From an optimization exercise on the open Yosys and OpenROAD flow, aimed at small area; shortcuts taken in it are not production practice.
The RTL was checked by simulation tests, not by an equivalence proof against the original design.
Power figures rest on the tool's default switching activity, not on a simulated workload.

`design/flow/design.v`:
```
`timescale 1ns / 1ps
module lcd_init (
    input clk,
    input nrst,
    input sw0,
    input btn0,
    input btn1,
    input btn2,
    input btn3,
    output reg [3:0] data,
    output reg rs,
    output wire rw,
    output reg en
);
    localparam 
        FS_8bit1            = 5'd0,
        FS_8bit2            = 5'd1,
        FS_8bit3            = 5'd2,
        FS_4bit             = 5'd3,
        FS_NF               = 5'd4,
        DISPLAY_OFF         = 5'd5,
        CLEAR_DISPLAY       = 5'd6,
        ENTRY_MODE          = 5'd7,
        DISPLAY_ON          = 5'd8,
        FN_DELAY            = 5'd9,
        FIRST_NAME          = 5'd10,
        NEXT_LINE_DELAY     = 5'd11,
        NEXT_LINE           = 5'd12,
        LN_DELAY            = 5'd13,
        LAST_NAME           = 5'd14,
        CLEAR_NAME_DELAY    = 5'd15,
        CLEAR_NAME          = 5'd16,  
        ENABLE              = 5'd17,
        DONE                = 5'd18,
        TYPE_MODE           = 5'd19,
        BROWSE              = 5'd20;
    reg [5:0]   state;
    reg [5:0]   next_state;
    reg [31:0]  delay_counter;
    reg         flag;
    reg         next_flag;
    reg [31:0]  first_row;
    reg [39:0]  second_row;
    reg [2:0]   char_index;
    reg [6:0]   curr_addr;
    reg         btn0_pressed;
    reg         btn2_pressed;
    reg         btn3_pressed;
    reg         pressed;
    parameter S2    =   1994000;
    parameter M30   =     30000;
    parameter M6    =      6000;
    parameter M1    =      1000;
    parameter U400  =       400;
    assign rw = 1'b0;
    task handle_state;
        input [3:0] upper;
        input [3:0] lower;
        input [5:0] next;
        begin
            if (delay_counter == U400) begin
                data <= (flag) ? upper : lower;
                next_state <= (flag) ? state : next;
                state <= ENABLE;
                next_flag <= ~flag;
                flag <= 1;
                delay_counter <= 0;
            end else begin
                delay_counter <= delay_counter + 1;
            end
        end
    endtask
    always @(posedge clk or negedge nrst) begin
        if (!nrst) begin
            first_row  = {8'b01001101, 8'b01000001, 8'b01010010, 8'b01001011};
            second_row = {8'b01000011, 8'b01000001, 8'b01000111, 8'b01000001, 8'b01010011};
            state           <= FS_8bit1;
            next_state      <= FS_8bit2;
            delay_counter   <= 0;
            data            <= 4'b0000;
            rs              <= 0;
            en              <= 0;
            flag            <= 1;
            next_flag       <= 1;
            char_index      <= 0;
            curr_addr       <= 7'h0;
            btn0_pressed    <= 0;
            btn2_pressed    <= 0;
            btn3_pressed    <= 0;
            pressed         <= 0;
        end else begin
            case (state)
                ENABLE: begin
                    if (flag) begin  
                        if (delay_counter == U400) begin
                            en <= 1'b1;
                            delay_counter <= 0;
                            flag <= 0;  
                        end else begin
                            delay_counter <= delay_counter + 1;
                        end
                    end else begin  
                        if (delay_counter == M1) begin
                            en <= 1'b0;
                            state <= next_state;
                            delay_counter <= 0;
                            flag <= next_flag;  
                        end else begin
                            delay_counter <= delay_counter + 1;
                        end
                    end
                end
                FS_8bit1, FS_8bit2, FS_8bit3, FS_4bit: begin
                    if (delay_counter == (state == FS_8bit1 ? M30 : (state == FS_8bit2 ? M6 : U400))) begin
                        data <= (state == FS_4bit) ? 4'b0010 : 4'b0011;  
                        next_state <= state + 1;
                        state <= ENABLE;
                        flag <= 1;
                        next_flag <= 1;
                        delay_counter <= 0;
                    end else begin
                        delay_counter <= delay_counter + 1;
                    end
                end
                FS_NF: handle_state(4'b0010, 4'b1000, DISPLAY_OFF);
                DISPLAY_OFF: handle_state(4'b0000, 4'b1000, CLEAR_DISPLAY);
                CLEAR_DISPLAY: handle_state(4'b0000, 4'b0001, ENTRY_MODE);
                ENTRY_MODE: handle_state(4'b0000, 4'b0110, DISPLAY_ON);
                DISPLAY_ON: handle_state(4'b0000, 4'b1111, FN_DELAY);
                FN_DELAY, LN_DELAY: begin  
                    if (delay_counter == U400) begin
                        rs <= 1'b1;
                        state <= (state == FN_DELAY) ? FIRST_NAME : LAST_NAME;
                        next_state <= (state == FN_DELAY) ? FIRST_NAME : LAST_NAME;
                        flag <= 1;
                        delay_counter <= 0;
                    end else begin
                        delay_counter <= delay_counter + 1;
                    end
                end
                FIRST_NAME: begin
                    if (delay_counter == U400) begin
                        if (flag == 1) begin             
                            case (char_index)
                                0: data <= first_row[31:28];  
                                1: data <= first_row[23:20];  
                                2: data <= first_row[15:12];  
                                3: data <= first_row[7:4];    
                            endcase
                            flag <= 1;
                            next_flag <= 0; 
                        end else begin
                            case (char_index)
                                0: data <= first_row[27:24];  
                                1: data <= first_row[19:16];  
                                2: data <= first_row[11:8];   
                                3: data <= first_row[3:0];    
                            endcase
                            flag <= 1;
                            next_flag <= 1;
                            char_index <= char_index + 1; 
                        end
                        state <= ENABLE;
                        delay_counter <= 0;
                        if (char_index == 4 && flag == 1) begin
                            char_index <= 0;
                            state <= NEXT_LINE_DELAY;
                        end
                    end else begin
                        delay_counter <= delay_counter + 1;
                    end
                end
                NEXT_LINE_DELAY: begin
                    if (delay_counter == U400) begin
                        rs <= 1'b0;
                        state <= NEXT_LINE;
                        flag <= 1;
                        delay_counter <= 0;
                    end else begin
                        delay_counter <= delay_counter + 1;
                    end
                end
                NEXT_LINE: handle_state(4'b1100, 4'b0000, LN_DELAY);
                LAST_NAME: begin
                    if (delay_counter == U400) begin
                        if (flag == 1) begin             
                            case (char_index)
                                0: data <= second_row[39:36];  
                                1: data <= second_row[31:28];  
                                2: data <= second_row[23:20];  
                                3: data <= second_row[15:12];  
                                4: data <= second_row[7:4];    
                            endcase
                            flag <= 1;
                            next_flag <= 0; 
                        end else begin
                            case (char_index)
                                0: data <= second_row[35:32];  
                                1: data <= second_row[27:24];  
                                2: data <= second_row[19:16];  
                                3: data <= second_row[11:8];   
                                4: data <= second_row[3:0];    
                            endcase
                            flag <= 1;
                            next_flag <= 1;
                            char_index <= char_index + 1; 
                        end
                        state <= ENABLE;
                        delay_counter <= 0;
                        if (char_index == 5 && flag == 1) begin
                            char_index <= 0;
                            state <= CLEAR_NAME_DELAY;
                        end
                    end else begin
                        delay_counter <= delay_counter + 1;
                    end
                end
                CLEAR_NAME_DELAY: begin
                    if (delay_counter == S2) begin
                        rs <= 1'b0;
                        state <= CLEAR_NAME;
                        flag <= 1;
                        delay_counter <= 0;
                    end else begin
                        delay_counter <= delay_counter + 1;
                    end
                end
                CLEAR_NAME: handle_state(4'b0000, 4'b0001, DONE);
                DONE: begin
                    if (delay_counter == U400) begin
                        data <= 4'b0000;
                        state <= ENABLE;
                        next_state <= TYPE_MODE;
                        next_flag <= 1;
                        flag <= 1;
                        delay_counter <= 0;
                    end else begin
                        delay_counter <= delay_counter + 1;
                    end
                end
                TYPE_MODE: begin
                    if (sw0) begin  
                        if (btn0) begin
                            btn0_pressed <= 1;
                        end else if (btn2) begin
                            btn2_pressed <= 1;
                        end else if (btn3) begin
                            btn3_pressed <= 1;
                        end
                        if (!btn2 && btn2_pressed) begin  
                            if (curr_addr == 7'h27) begin
                                curr_addr <= 7'h40;
                            end else if (curr_addr == 7'h67) begin
                                curr_addr <= 7'h0;
                            end else begin
                                curr_addr <= curr_addr + 7'h1;
                            end 
                            state <= BROWSE;
                            flag <= 1;
                            next_flag <= 1;
                            delay_counter <= 0;
                            btn2_pressed <= 0;
                            rs <= 0;
                        end else if (!btn3 && btn3_pressed) begin  
                            if (curr_addr == 7'h0) begin
                                curr_addr <= 7'h67;
                            end else if (curr_addr == 7'h40) begin
                                curr_addr <= 7'h27;
                            end else begin
                                curr_addr = curr_addr - 7'h1;
                            end 
                            state <= BROWSE;
                            flag <= 1;
                            next_flag <= 1;
                            delay_counter <= 0;
                            btn3_pressed <= 0;
                            rs <= 0;
                        end else if (!btn0 && btn0_pressed) begin
                            if (curr_addr < 7'h28) begin
                                curr_addr <= curr_addr + 7'h40;
                            end else begin
                                curr_addr <= curr_addr - 7'h40;
                            end
                            state <= BROWSE;
                            flag <= 1;
                            next_flag <= 1;
                            delay_counter <= 0;
                            btn0_pressed <= 0;
                            rs <= 0;
                        end
                    end
                end
                BROWSE: handle_state(curr_addr[3:0], {1'b1, curr_addr[6:4]}, TYPE_MODE);
            endcase
        end
    end
endmodule
`timescale 1ns / 1ps
module lcd_top(
    input clk,
    input nrst,
    input sw0,
    input btn0,
    input btn1,
    input btn2,
    input btn3,
    output [3:0] data,   
    output rs,
    output rw,
    output en   
);
    wire [3:0] data_internal;
    wire rs_internal;
    wire rw_internal;
    wire en_internal;
    lcd_init init (
        .clk(clk),
        .nrst(nrst),
        .sw0(sw0),
        .btn0(btn0),
        .btn1(btn1),
        .btn2(btn2),
        .btn3(btn3),
        .data(data_internal),   
        .rs(rs_internal),      
        .rw(rw_internal),      
        .en(en_internal)       
    );
    assign data = data_internal;
    assign rs   = rs_internal;
    assign rw   = rw_internal;
    assign en   = en_internal;
endmodule
```
`design/flow/run.sh`:
```
#!/bin/bash
# synth_recipe.tcl (not shown) runs the flow's synth.tcl, then flattens the netlist and writes it again
# the make line also repeats each setting of config.mk as NAME=value (left out here)
make -C /OpenROAD-flow-scripts/flow DESIGN_CONFIG=/design/flow/config.mk WORK_HOME=/design/flow/orfs CLKGATE_MAP_FILE= SYNTH_SCRIPT=/design/flow/synth_recipe.tcl finish
```
`design/flow/config.mk`:
```
export PLATFORM = sky130hd
export DESIGN_NAME = lcd_top
export DESIGN_NICKNAME = lcd_top
export VERILOG_FILES = /design/flow/design.v
export SDC_FILE = /design/flow/constraint.sdc
export NUM_CORES = 4
export LEC_CHECK = 0
export CAP_MARGIN = 20
export CORE_MARGIN = 2
export CORE_UTILIZATION = 40
export SLEW_MARGIN = 20
```
`design/flow/constraint.sdc`:
```
create_clock -name core_clock -period 10.0 [get_ports {clk}]
set_input_delay 2.0000 -clock core_clock [delete_from_list [all_inputs] [get_ports {clk}]]
set_output_delay 2.0000 -clock core_clock [all_outputs]
set_load 0.01 [all_outputs]
```
==> flow_metrics.env <==
export IMPL_wire_per_inst_um=17.8
export IMPL_grt_use_total_pct=21.1
export IMPL_top_layer_used="met4"
export IMPL_clk_latency_ns=0.35
export IMPL_drc=0
export IMPL_p_seq_share_pct=45.8
export IMPL_grt_max_degree=49
export IMPL_drt_pass1_iter_count=5
export IMPL_max_freq_mhz=215
export IMPL_cts_buffers_inserted=9
export IMPL_start_kind="input port"
export IMPL_route_vias_total=4825
export IMPL_cts_buffer_depth=2
export IMPL_yosysUniqueCellTypes=81
export IMPL_intPower_mw=0.445
export IMPL_synth_top_cell_by_area="dfrtp_1"
export IMPL_fin_tns_setup_ns=0
export IMPL_ys_seq_area_share_pct=31.3
export IMPL_syn_area_sq_um=5200
export IMPL_setup_ws_ns=5.36
export IMPL_avgSynthCellArea_sq_um=8.42
export IMPL_fin_crit_ns=4.64
export IMPL_ctsHtreeMaxLevel=3
export IMPL_grt_overflow_total=0
export IMPL_post_route_period_util_pct=46.4
export IMPL_p_switching_mw=0.130
export IMPL_dr_wl_met3_um=822
export IMPL_drive_above_1_share_pct=11.4
export IMPL_setup_viol=0
export IMPL_die_w_um=118
export IMPL_rsz0062_at_grt="false"
export IMPL_synth_top_cells_by_area="dfrtp_1 30%, a21oi_1 3.9%, nand2_1 3.8%"
export IMPL_clockRootBuffer="clkbuf_16"
export IMPL_ys_flop_type="dfrtp_1"
export IMPL_antenna_found_initial=0
export IMPL_clockPowerShare_pct=52.8
export IMPL_grt_pass1_wl_um=23800
export IMPL_ios=14
export IMPL_nets=628
export IMPL_n_antenna_cell=0
export IMPL_maxCapViolations=0
export IMPL_cts_num_sinks=65
export IMPL_fin_skew_ns=0.00537
export IMPL_area_growth_pct=8.90
export IMPL_clkTransAtPathRegs_ns=0.06
export IMPL_cp_required_ns=10.25
export IMPL_crit_fanout=35
export IMPL_dieArea_sq_um=13900
export IMPL_synth_top_area_share_pct=29.8
export IMPL_syn_num_nets=639
export IMPL_async_flop_share_pct=100
export IMPL_hold_path_class="flip-flop to flip-flop"
export IMPL_post_cts_buffers=0
export IMPL_drv_slew=0
export IMPL_ctsHoldBuffers=0
export IMPL_synth_edff_count=0
export IMPL_port_buffers=11
export IMPL_total_leakage_power_nw=2.12
export IMPL_cts_tree="done"
export IMPL_status="no timing/DRC/antenna violations"
export IMPL_wl_met2_um=6410
export IMPL_viasPerCell=6.15
export IMPL_ir_drop_v=0.0000834
export IMPL_drt_first_iter_violations=469
export IMPL_arrival_ns=4.89
export IMPL_die_y_um=118
export IMPL_start_util_pct=41.1
export IMPL_wl_met1_um=6500
export IMPL_tightestPinTransition_ns=0.999
export IMPL_p_comb_share_pct=1.4
export IMPL_ys_warnings_count=1
export IMPL_hold_violations=0
export IMPL_place_ws_ns=4.96
export IMPL_dp_hpwl_um=9650
export IMPL_grt_pass1_vias=4623
export IMPL_max_slew_margin_pct=33.4
export IMPL_path_class="input port to flip-flop"
export IMPL_synthCells=618
export IMPL_core_area_sq_um=12700
export IMPL_row_count=41
export IMPL_cts_resized_gates=0
export IMPL_netSwitchingFraction_pct=22.7
export IMPL_setup_worst_path_end_class="flip-flop"
export IMPL_place_gp_congestion=0.894
export IMPL_powerDensity_nw_per_um2=102
export IMPL_wl_um=14000
export IMPL_ys_seq_elements=65
export IMPL_final_antenna_net_count=0
==> layout by cell type, fill, tap and decap left out, types with 17 or more instances in the layout <==
cell / count
nor2_1: 43
nand3_1: 32
inv_1: 29
o31ai_1: 17
xnor2_1: 19
nor3_1: 29
dfrtp_1: 62
nand2_1: 52
a21oi_1: 40
o21ai_0: 32
==> metrics by stage <==
stage,std cells,power (mW),cell area (sq um),utilization (%),hold WS (ns)
floorplan,618,0.269,5200,-,0.449
global placement,768,0.276,5380,42.5,0.472
detailed placement,768,0.276,5380,42.5,0.474
CTS,784,0.582,5670,44.7,0.489
global route,784,0.596,5670,44.7,0.525
finish,784,0.575,5670,44.7,0.486
==> routing by layer <==
metal  vias to the layer above  global-route usage, %
met4                         0                   7.45
met2                       163                   32.3
met3                        22                   5.67
met5                         -                      0
met1                      2346                   28.6
li1                       2294                      -
==> registers in the layout, summed over array words and instances, names as in the netlist <==
name / flops
init.next_state: 6
init.char_index: 3
init.data: 4
init.next_flag: 1
init.btn2_pressed: 1
init.btn3_pressed: 1
init.en: 1
init.state: 6
init.flag: 1
init.rs: 1
init.curr_addr: 7
init.btn0_pressed: 1
init.delay_counter: 32
==> final timing paths <==
check / start / end / slack [ns] / cells after the start
hold / removal: init.btn0_pressed / init.btn0_pressed / 0.49 / 2
setup / recovery: btn2 / init.delay_counter[4] / 5.36 / 8
min in group asynchronous: nrst / init.state[1] / 1.58 / 1
hold reg to reg: init.btn0_pressed / init.btn0_pressed / 0.49 / 2
setup reg to reg: init.state[0] / init.delay_counter[9] / 5.92 / 10
max in group asynchronous: nrst / init.delay_counter[24] / 7.43 / 2
==> worst max-delay path: stages <==
cell and delay (ns):
clkdlybuf4s50_1 0.53, nor2b_1 0.13, a211o_1 0.33, a21oi_2 0.14
buf_4 0.31, a21o_1 0.79, nor2_1 0.37, a211oi_1 0.27
==> power by group through the flow <==
stage | clock (mW) | sequential (mW) | combinational, mW
global route | 0.323 | 0.263 | 0.00953
detailed placement | 0 | 0.268 | 0.00863
finish | 0.304 | 0.263 | 0.00812
floorplan | 0 | 0.268 | 0.000643
CTS | 0.311 | 0.263 | 0.00869
global placement | 0 | 0.268 | 0.00856
==> area by class of cell <==
cell class,instances,area (sq um)
fillers,1303,7000
multi-input cells,484,3270
flip-flops and latches,65,1630
clock buffers,11,253
well taps,172,215
repair buffers,18,158
inverters,29,109
clock inverters,5,30.0
==> cells by family (layout without fill, tap and decap cells) <==
logic type	after synthesis	count (layout)	synth area share, %
simple gates	261	261	28.5
xor+xnor	21	21	3.53
other cells	1	1	0.0721
buf+inv	69	63	6.03
compound gates	167	167	22.8
fa+ha+maj	14	14	3.37
mux	20	20	4.33
flops	65	65	31.3
==> synthesized netlist by cell type (12+ instances only) <==
master / instances
a21oi_1: 41
and3_1: 15
clkbuf_1: 20
dfrtp_1: 62
ha_1: 14
inv_1: 29
mux2_2: 12
nand2_1: 52
nand3_1: 32
nand4_1: 14
nor2_1: 43
nor3_1: 29
o21ai_0: 32
o31ai_1: 17
or4_1: 12
xnor2_1: 19

static timing again, ports no longer ideal:
The results above use ideal ports. As a check the final layout listed here was re-extracted and re-timed, cells and wires unchanged. Step 1, drivers: a clkbuf_16 drives clk and a buf_2 each remaining input, both assumed. Step 2 moves the port delays by t, midway between the first and last clock arrival at a register: inputs arrive t later, outputs are due t later. That takes back most of the time a late clock gives input paths. Three values: no drivers, after step 1, after step 2; two values: the first two.
t (ns): 0.388
slack for setup (ns): 5.357 / 5.367 / 4.979
hold WS [ns]: 0.486 / 0.486 / 0.486
worst setup path after step 2: input to register
After both steps this run still meets setup and hold. For this run, drivers alone change the setup slack by +0.010 ns; drivers and shift together by -0.378 ns.
